Source: an optimization exercise on an open RTL-to-GDS flow (aim: small area and a short achievable clock period). Production flows keep margins and buffers that such runs may drop.
At most, simulation tests tie the RTL to the original design; equivalence was not proved.

==> 01-22 <==
Design LSTM, start of the top module:
module LSTM(clk, Of, En, Ci, Cip, In, Ui, Uf, Uk, Uo, Wi, Wk, Wf, Wo, Vo, Bi, Bo, Bf, Bk, PrevH, Cout, Hout);
==> flow/config.mk <==
export PLATFORM = sky130hd
export DESIGN_NAME = LSTM
export DESIGN_NICKNAME = LSTM
export VERILOG_FILES = /design/flow/design.v
export SDC_FILE = /design/flow/constraint.sdc
export NUM_CORES = 4
export LEC_CHECK = 0
export CAP_MARGIN = 20
export CORE_MARGIN = 2
export CORE_UTILIZATION = 40
export CTS_BUF_LIST = sky130_fd_sc_hd__clkbuf_8
export SLEW_MARGIN = 20
export SYNTH_HIERARCHICAL = 1
==> flow/constraint.sdc <==
create_clock -name core_clock -period 45.0 [get_ports {clk}]
set_input_delay 9.0000 -clock core_clock [delete_from_list [all_inputs] [get_ports {clk}]]
set_output_delay 9.0000 -clock core_clock [all_outputs]
set_load 0.01 [all_outputs]
standard.sh (not shown) runs the stock make flow with config.mk's settings and CLKGATE_MAP_FILE= SYNTH_SCRIPT=/design/flow/synth_recipe.tcl, a recipe that flattens the netlist after the stock synthesis.
==> flow/flow/run.sh <==
#!/bin/bash
set -euo pipefail
export BUFFER_PORTS_ARGS="-buffer_cell sky130_fd_sc_hd__buf_1"
bash standard.sh > standard_flow.log 2>&1
==> 06-21: changes against 01-22 <==
--- a/flow/design.v
+++ b/flow/design.v
@@ -1709,79 +1709,81 @@
   wire w1064 = 1 ^ w1061 ^ w1062;
   wire w1065 = (1 & w1061) | (1 & w1062) | (w1061 & w1062);
   wire w1066 = &{~s1045, ~s1046, ~s1047, ~s1048, ~s1049, ~s1050, ~s1051};
   wire w1067 = &{~s1046, ~s1047, ~s1048, ~s1049, ~s1050, ~s1051};
   wire w1068 = (&{~s1047, ~s1048, ~s1049, ~s1050, ~s1051}) & (~s1046 | ~s1045);
   wire w1069 = &{~s1029, ~s1030, ~s1031, ~s1032, ~s1033, ~s1034, ~s1035, ~s1036};
   wire w1070 = &{~s1037, ~s1038, ~s1039, ~s1040, ~s1041, ~s1042, ~s1043, ~s1044};
-  wire w1071 = ~c1044 | w1070;
-  wire w1072 = ~(~c1036) & ~(~c1044);
-  wire w1073 = ~c1036 ? ~(w1071) : ~c1044;
-  wire w1074 = ~(~c1036) | ~(w1071);
-  wire w1075 = w1074 | (~s1052 & w1067);
-  wire w1076 = w1072 | (w1073 & ~s1052 & w1066);
-  wire w1077 = ~c1036 | w1069;
-  wire w1078 = ~(w1077) & ~(~c1044);
-  wire w1079 = w1077 ? ~(w1071) : ~c1044;
-  wire w1080 = ~(w1077) | ~(w1071);
-  wire w1081 = w1080 | (~s1052 & w1068);
-  wire w1082 = w1078 | (w1079 & ~s1052 & w1067);
-  wire w1083 = w1078 & ~s1052 & w1066;
-  wire w1084 = w996 ? w1081 : w1075;
-  wire w1085 = w996 ? w1082 : w1076;
-  wire w1086 = w996 ? w1083 : 1'b0;
-  wire o1087;
-  OR2 ok1087(.a(~c1053), .b(w1085), .y(o1087));
-  wire m1088;
-  MX mx1088(.s(~c1053), .a(w1084), .b(w1086), .y(m1088));
-  wire m1089;
-  MX mx1089(.s(~s1053), .a(o1087), .b(m1088), .y(m1089));
-  wire w1090 = w1001 ? w1081 : w1075;
-  wire w1091 = w1001 ? w1082 : w1076;
-  wire w1092 = w1001 ? w1083 : 1'b0;
-  wire o1093;
-  OR2 ok1093(.a(~c1053), .b(w1091), .y(o1093));
-  wire m1094;
-  MX mx1094(.s(~c1053), .a(w1090), .b(w1092), .y(m1094));
-  wire m1095;
-  MX mx1095(.s(~s1053), .a(o1093), .b(m1094), .y(m1095));
+  wire w1071 = ~c1036 | (0 & w1069);
+  wire w1072 = ~c1044 | (w1071 & w1070);
+  wire w1073 = ~w1071 & ~w1072;
+  wire w1074 = w1071 ^ w1072;
+  wire w1075 = ~(w1071 & w1072);
+  wire w1076 = w1075 | (~s1052 & w1067);
+  wire w1077 = w1073 | (w1074 & ~s1052 & w1066);
+  wire w1078 = ~c1036 | (1 & w1069);
+  wire w1079 = ~c1044 | (w1078 & w1070);
+  wire w1080 = ~w1078 & ~w1079;
+  wire w1081 = w1078 ^ w1079;
+  wire w1082 = ~(w1078 & w1079);
+  wire w1083 = w1082 | (~s1052 & w1068);
+  wire w1084 = w1080 | (w1081 & ~s1052 & w1067);
+  wire w1085 = w1080 & ~s1052 & w1066;
+  wire w1086 = w996 ? w1083 : w1076;
+  wire w1087 = w996 ? w1084 : w1077;
+  wire w1088 = w996 ? w1085 : 1'b0;
+  wire o1089;
+  OR2 ok1089(.a(~c1053), .b(w1087), .y(o1089));
+  wire m1090;
+  MX mx1090(.s(~c1053), .a(w1086), .b(w1088), .y(m1090));
+  wire m1091;
+  MX mx1091(.s(~s1053), .a(o1089), .b(m1090), .y(m1091));
+  wire w1092 = w1001 ? w1083 : w1076;
+  wire w1093 = w1001 ? w1084 : w1077;
+  wire w1094 = w1001 ? w1085 : 1'b0;
+  wire o1095;
+  OR2 ok1095(.a(~c1053), .b(w1093), .y(o1095));
   wire m1096;
-  MX mx1096(.s(m956), .a(m1095), .b(m1089), .y(m1096));
-  wire w1097 = w1004 ? w1064 : w1059;
-  wire w1098 = w1004 ? w1065 : w1060;
-  wire s1099;
-  XN2 xn1099(.a(s1045), .b(~w1097), .y(s1099));
-  wire c1099;
-  OR2 or1099(.a(s1045), .b(~w1097), .y(c1099));
-  wire s1100, c1100;
-  FA fa1100(.a(s1046), .b(~w1098), .ci(c1099), .s(s1100), .co(c1100));
+  MX mx1096(.s(~c1053), .a(w1092), .b(w1094), .y(m1096));
+  wire m1097;
+  MX mx1097(.s(~s1053), .a(o1095), .b(m1096), .y(m1097));
+  wire m1098;
+  MX mx1098(.s(m956), .a(m1097), .b(m1091), .y(m1098));
+  wire w1099 = w1004 ? w1064 : w1059;
+  wire w1100 = w1004 ? w1065 : w1060;
   wire s1101;
-  XN2 xn1101(.a(s1047), .b(c1100), .y(s1101));
+  XN2 xn1101(.a(s1045), .b(~w1099), .y(s1101));
   wire c1101;
-  OR2 or1101(.a(s1047), .b(c1100), .y(c1101));
-  wire s1102;
-  XN2 xn1102(.a(s1048), .b(c1101), .y(s1102));
-  wire c1102;
-  OR2 or1102(.a(s1048), .b(c1101), .y(c1102));
+  OR2 or1101(.a(s1045), .b(~w1099), .y(c1101));
+  wire s1102, c1102;
+  FA fa1102(.a(s1046), .b(~w1100), .ci(c1101), .s(s1102), .co(c1102));
   wire s1103;
-  XN2 xn1103(.a(s1049), .b(c1102), .y(s1103));
+  XN2 xn1103(.a(s1047), .b(c1102), .y(s1103));
   wire c1103;
-  OR2 or1103(.a(s1049), .b(c1102), .y(c1103));
+  OR2 or1103(.a(s1047), .b(c1102), .y(c1103));
   wire s1104;
-  XN2 xn1104(.a(s1050), .b(c1103), .y(s1104));
+  XN2 xn1104(.a(s1048), .b(c1103), .y(s1104));
   wire c1104;
-  OR2 or1104(.a(s1050), .b(c1103), .y(c1104));
+  OR2 or1104(.a(s1048), .b(c1103), .y(c1104));
   wire s1105;
-  XN2 xn1105(.a(s1051), .b(c1104), .y(s1105));
+  XN2 xn1105(.a(s1049), .b(c1104), .y(s1105));
   wire c1105;
-  OR2 or1105(.a(s1051), .b(c1104), .y(c1105));
-  wire s1106 = ~(s1052 ^ c1105);
-  wire [7:0] h_d = {s1106, s1105, s1104, s1103, s1102, s1101, s1100, s1099};
+  OR2 or1105(.a(s1049), .b(c1104), .y(c1105));
+  wire s1106;
+  XN2 xn1106(.a(s1050), .b(c1105), .y(s1106));
+  wire c1106;
+  OR2 or1106(.a(s1050), .b(c1105), .y(c1106));
+  wire s1107;
+  XN2 xn1107(.a(s1051), .b(c1106), .y(s1107));
+  wire c1107;
+  OR2 or1107(.a(s1051), .b(c1106), .y(c1107));
+  wire s1108 = ~(s1052 ^ c1107);
+  wire [7:0] h_d = {s1108, s1107, s1106, s1105, s1104, s1103, s1102, s1101};
   always @(posedge clk) begin
     u_r  <= En ? u_d  : 9'd0;
     ft_r <= En ? ft_d : 8'd0;
     h_r  <= En ? h_d  : 8'd0;
   end
   assign Hout = h_r;
   assign Cout = cout_w;
-  assign Of = m1096;
+  assign Of = m1098;
 endmodule
==> results.cfg <==
[layout]
drive_gt1_share_pct = 3.183
fill_cells = 3246

[grt]
met3_usage_pct = 2.105

[status]
status = no timing/DRC/antenna violations
(the above is from 06-21)
==> results.cfg <==
[status]
status = no timing/DRC/antenna violations

[setup_path]
slowest_stage = fa_1

[grt]
met3_usage_pct = 2.077

[placement]
place_area_sq_um = 14310

[layout]
drive_gt1_share_pct = 3.206
fill_cells = 3343
(the above is from 01-22)
The RTL of 06-21 was laid out without a check of its function.

========
==> inputs of run Y <==
LSTM, a different RTL version from the one above (not shown whole).
Settings: LEC_CHECK=0, CAP_MARGIN=20, CORE_MARGIN=2, CORE_UTILIZATION=40, SLEW_MARGIN=20, SYNTH_HIERARCHICAL=1; clock period 45.0 ns.
==> flow/flow/run.sh <==
#!/bin/bash
set -euo pipefail
export BUFFER_PORTS_ARGS="-buffer_cell sky130_fd_sc_hd__buf_2"
bash standard.sh > standard_flow.log 2>&1
==> run C: changes against run Y <==
--- a/flow/design.v
+++ b/flow/design.v
@@ -15,21 +15,16 @@
   output y;
   assign y = ~(a ^ b);
 endmodule
 module OR2(a, b, y);
   input a, b;
   output y;
   assign y = a | b;
 endmodule
-module MX(s, a, b, y);
-  input s, a, b;
-  output y;
-  assign y = s ? a : b;
-endmodule
 module LSTM(clk, Of, En, Ci, Cip, In, Ui, Uf, Uk, Uo, Wi, Wk, Wf, Wo, Vo, Bi, Bo, Bf, Bk, PrevH, Cout, Hout);
   input clk, En, Cip;
   input [7:0] In, Ci, Ui, Uf, Uk;
   input [7:0] Uo, Wi, Wk, Wf, Wo;
   input [7:0] Vo, Bi, Bo, Bf, Bk;
   input [7:0] PrevH;
   output [7:0] Cout, Hout;
   output Of;
@@ -1491,18 +1486,17 @@
   FA fa938(.a(s930), .b(w16), .ci(c937), .s(s938), .co(c938));
   wire w939 = &{~s923, ~s924, ~s925, ~s926, ~s927, ~s928, ~s929, ~s930};
   wire w940 = &{~s931, ~s932, ~s933, ~s934, ~s935, ~s936, ~s937, ~s938};
   wire w941 = (&{~s932, ~s933, ~s934, ~s935, ~s936, ~s937, ~s938}) & ~(~s931);
   wire w942 = &Bk;
   wire w943 = ~c930 | (w914 & w939);
   wire w944 = ~c938 | (~c930 & w940);
   wire w945 = w939 ? w942 : (~c938 | w940 | (~c930 & w941));
-  wire m946;
-  MX mx946(.s(w914), .a(w945), .b(w944), .y(m946));
+  wire w946 = w914 ? w945 : w944;
   wire w947 = w914 ^ w943;
   wire w948 = w914 & w943;
   wire s949;
   XN2 xn949(.a(s931), .b(~w947), .y(s949));
   wire c949;
   OR2 or949(.a(s931), .b(~w947), .y(c949));
   wire s950, c950;
   FA fa950(.a(s932), .b(~w948), .ci(c949), .s(s950), .co(c950));
@@ -1588,17 +1582,17 @@
   wire w986 = ((w984 & w985) ? ({1'b0, P981} + 11'd0 >= 11'd766) : ((w984 | w985) ? ({1'b0, P981} + 11'd0 >= 11'd511) : ({1'b0, P981} + 11'd0 >= 11'd256)));
   wire w987 = 0 ^ w984 ^ w985;
   wire w988 = (0 & w984) | (0 & w985) | (w984 & w985);
   wire w989 = u_r[8] | (1 & w982);
   wire w990 = c972 | (w989 & w983);
   wire w991 = ((w989 & w990) ? ({1'b0, P981} + 11'd1 >= 11'd766) : ((w989 | w990) ? ({1'b0, P981} + 11'd1 >= 11'd511) : ({1'b0, P981} + 11'd1 >= 11'd256)));
   wire w992 = 1 ^ w989 ^ w990;
   wire w993 = (1 & w989) | (1 & w990) | (w989 & w990);
-  wire w994 = m946 ? w991 : w986;
+  wire w994 = w946 ? w991 : w986;
   wire s995, c995;
   HA ha995(.a(s973), .b(w987), .s(s995), .co(c995));
   wire s996, c996;
   FA fa996(.a(s974), .b(w988), .ci(c995), .s(s996), .co(c996));
   wire s997, c997;
   HA ha997(.a(s975), .b(c996), .s(s997), .co(c997));
   wire s998, c998;
   HA ha998(.a(s976), .b(c997), .s(s998), .co(c998));
@@ -1619,33 +1613,25 @@
   HA ha1006(.a(s976), .b(c1005), .s(s1006), .co(c1006));
   wire s1007, c1007;
   HA ha1007(.a(s977), .b(c1006), .s(s1007), .co(c1007));
   wire s1008, c1008;
   HA ha1008(.a(s978), .b(c1007), .s(s1008), .co(c1008));
   wire s1009, c1009;
   HA ha1009(.a(s979), .b(c1008), .s(s1009), .co(c1009));
   wire s1010 = s980 ^ c1009;
-  wire m1011;
-  MX mx1011(.s(m946), .a(s1003), .b(s995), .y(m1011));
-  wire m1012;
-  MX mx1012(.s(m946), .a(s1004), .b(s996), .y(m1012));
-  wire m1013;
-  MX mx1013(.s(m946), .a(s1005), .b(s997), .y(m1013));
-  wire m1014;
-  MX mx1014(.s(m946), .a(s1006), .b(s998), .y(m1014));
-  wire m1015;
-  MX mx1015(.s(m946), .a(s1007), .b(s999), .y(m1015));
-  wire m1016;
-  MX mx1016(.s(m946), .a(s1008), .b(s1000), .y(m1016));
-  wire m1017;
-  MX mx1017(.s(m946), .a(s1009), .b(s1001), .y(m1017));
-  wire m1018;
-  MX mx1018(.s(m946), .a(s1010), .b(s1002), .y(m1018));
-  wire [7:0] cout_w = {m1018, m1017, m1016, m1015, m1014, m1013, m1012, m1011};
+  wire w1011 = w946 ? s1003 : s995;
+  wire w1012 = w946 ? s1004 : s996;
+  wire w1013 = w946 ? s1005 : s997;
+  wire w1014 = w946 ? s1006 : s998;
+  wire w1015 = w946 ? s1007 : s999;
+  wire w1016 = w946 ? s1008 : s1000;
+  wire w1017 = w946 ? s1009 : s1001;
+  wire w1018 = w946 ? s1010 : s1002;
+  wire [7:0] cout_w = {w1018, w1017, w1016, w1015, w1014, w1013, w1012, w1011};
   wire s1019;
   XN2 xn1019(.a(s665), .b(s773), .y(s1019));
   wire c1019;
   OR2 or1019(.a(s665), .b(s773), .y(c1019));
   wire s1020, c1020;
   FA fa1020(.a(s666), .b(s774), .ci(c1019), .s(s1020), .co(c1020));
   wire s1021, c1021;
   FA fa1021(.a(s667), .b(s775), .ci(c1020), .s(s1021), .co(c1021));
@@ -1705,22 +1691,19 @@
   wire w1048 = ((w1046 & w1047) ? ({1'b0, P1043} + 11'd0 >= 11'd766) : ((w1046 | w1047) ? ({1'b0, P1043} + 11'd0 >= 11'd511) : ({1'b0, P1043} + 11'd0 >= 11'd256)));
   wire w1049 = 0 ^ w1046 ^ w1047;
   wire w1050 = (0 & w1046) | (0 & w1047) | (w1046 & w1047);
   wire w1051 = ~c1026 | (1 & w1044);
   wire w1052 = ~c1034 | (w1051 & w1045);
   wire w1053 = ((w1051 & w1052) ? ({1'b0, P1043} + 11'd1 >= 11'd766) : ((w1051 | w1052) ? ({1'b0, P1043} + 11'd1 >= 11'd511) : ({1'b0, P1043} + 11'd1 >= 11'd256)));
   wire w1054 = 1 ^ w1051 ^ w1052;
   wire w1055 = (1 & w1051) | (1 & w1052) | (w1051 & w1052);
-  wire m1056;
-  MX mx1056(.s(w986), .a(w1053), .b(w1048), .y(m1056));
-  wire m1057;
-  MX mx1057(.s(w991), .a(w1053), .b(w1048), .y(m1057));
-  wire m1058;
-  MX mx1058(.s(m946), .a(m1057), .b(m1056), .y(m1058));
+  wire w1056 = w986 ? w1053 : w1048;
+  wire w1057 = w991 ? w1053 : w1048;
+  wire w1058 = w946 ? w1057 : w1056;
   wire w1059 = w994 ? w1054 : w1049;
   wire w1060 = w994 ? w1055 : w1050;
   wire s1061;
   XN2 xn1061(.a(s1035), .b(~w1059), .y(s1061));
   wire c1061;
   OR2 or1061(.a(s1035), .b(~w1059), .y(c1061));
   wire s1062, c1062;
   FA fa1062(.a(s1036), .b(~w1060), .ci(c1061), .s(s1062), .co(c1062));
@@ -1749,10 +1732,10 @@
   wire [7:0] h_d = {s1068, s1067, s1066, s1065, s1064, s1063, s1062, s1061};
   always @(posedge clk) begin
     u_r  <= En ? u_d  : 9'd0;
     ft_r <= En ? ft_d : 8'd0;
     h_r  <= En ? h_d  : 8'd0;
   end
   assign Hout = h_r;
   assign Cout = cout_w;
-  assign Of = m1058;
+  assign Of = w1058;
 endmodule
==> summary.txt <==
* Run status: finished clean
* Synthesized instance count at 1380
* First-pass GRT wire length at 52300 um
* Met1 Track Usage GR at 24.8%
* DP HPWL at 25900 um
* Worst-case reg-to-reg path depth at 26
* Top cells by instance count after synthesis: 465 x nand2_1, 388 x fa_1, 117 x xnor2_1
* DR WL/cell at 16.2 um
* Post-Place Cells at 1877
(the above is from run C)
==> summary.txt <==
* First-pass GRT wire length at 54200 um
* DR WL/cell at 16.9 um
* Gpl congestion at 0.913
* Met1 Track Usage GR at 25.9%
* Synthesized instance count at 1389
* Worst-case reg-to-reg path depth at 25
* RSZ-0062 raised after global routing: no
* Metal2 WL at 16400 um
* DP HPWL at 27100 um
* Run status: finished clean
* Worst Hold Path Cells at 7
* Worst path max stage delay at 0.58 ns
* Post-Place Cells at 1884
* Top cells by instance count after synthesis: 466 x nand2_1, 388 x fa_1, 118 x xnor2_1
(the above is from run Y)
Only the layout flow was run in run Y; the RTL was not checked for function there.

## re-timing with driven ports
The flow's constraints put no driver on any port. The routed layouts listed below were extracted and timed again, unchanged, in two steps. Step 1 assumes that a clkbuf_16 drives the clock port and a buf_2 every other input. Step 2 also shifts input and output timing later by t, the mid clock arrival at the registers, as if the neighbouring blocks saw the same clock. a / b / c = ideal ports / drivers / drivers and shift; a / b = the first two.
run | t, ns | setup WS [ns] | pins driven straight from the clock port
01-22 | 0.293 | 19.081 / 19.054 / 19.054 | 1
06-21 | 0.309 | 19.178 / 19.153 / 19.153 | 1
run Y | 0.304 | 18.138 / 18.116 / 18.116 | 1
run C | 0.302 | 18.619 / 18.596 / 18.596 | 1
After both steps setup and hold are still met in every run listed. For 01-22, which loses most, drivers alone change the setup slack by -0.027 ns; drivers and shift together by -0.027 ns.
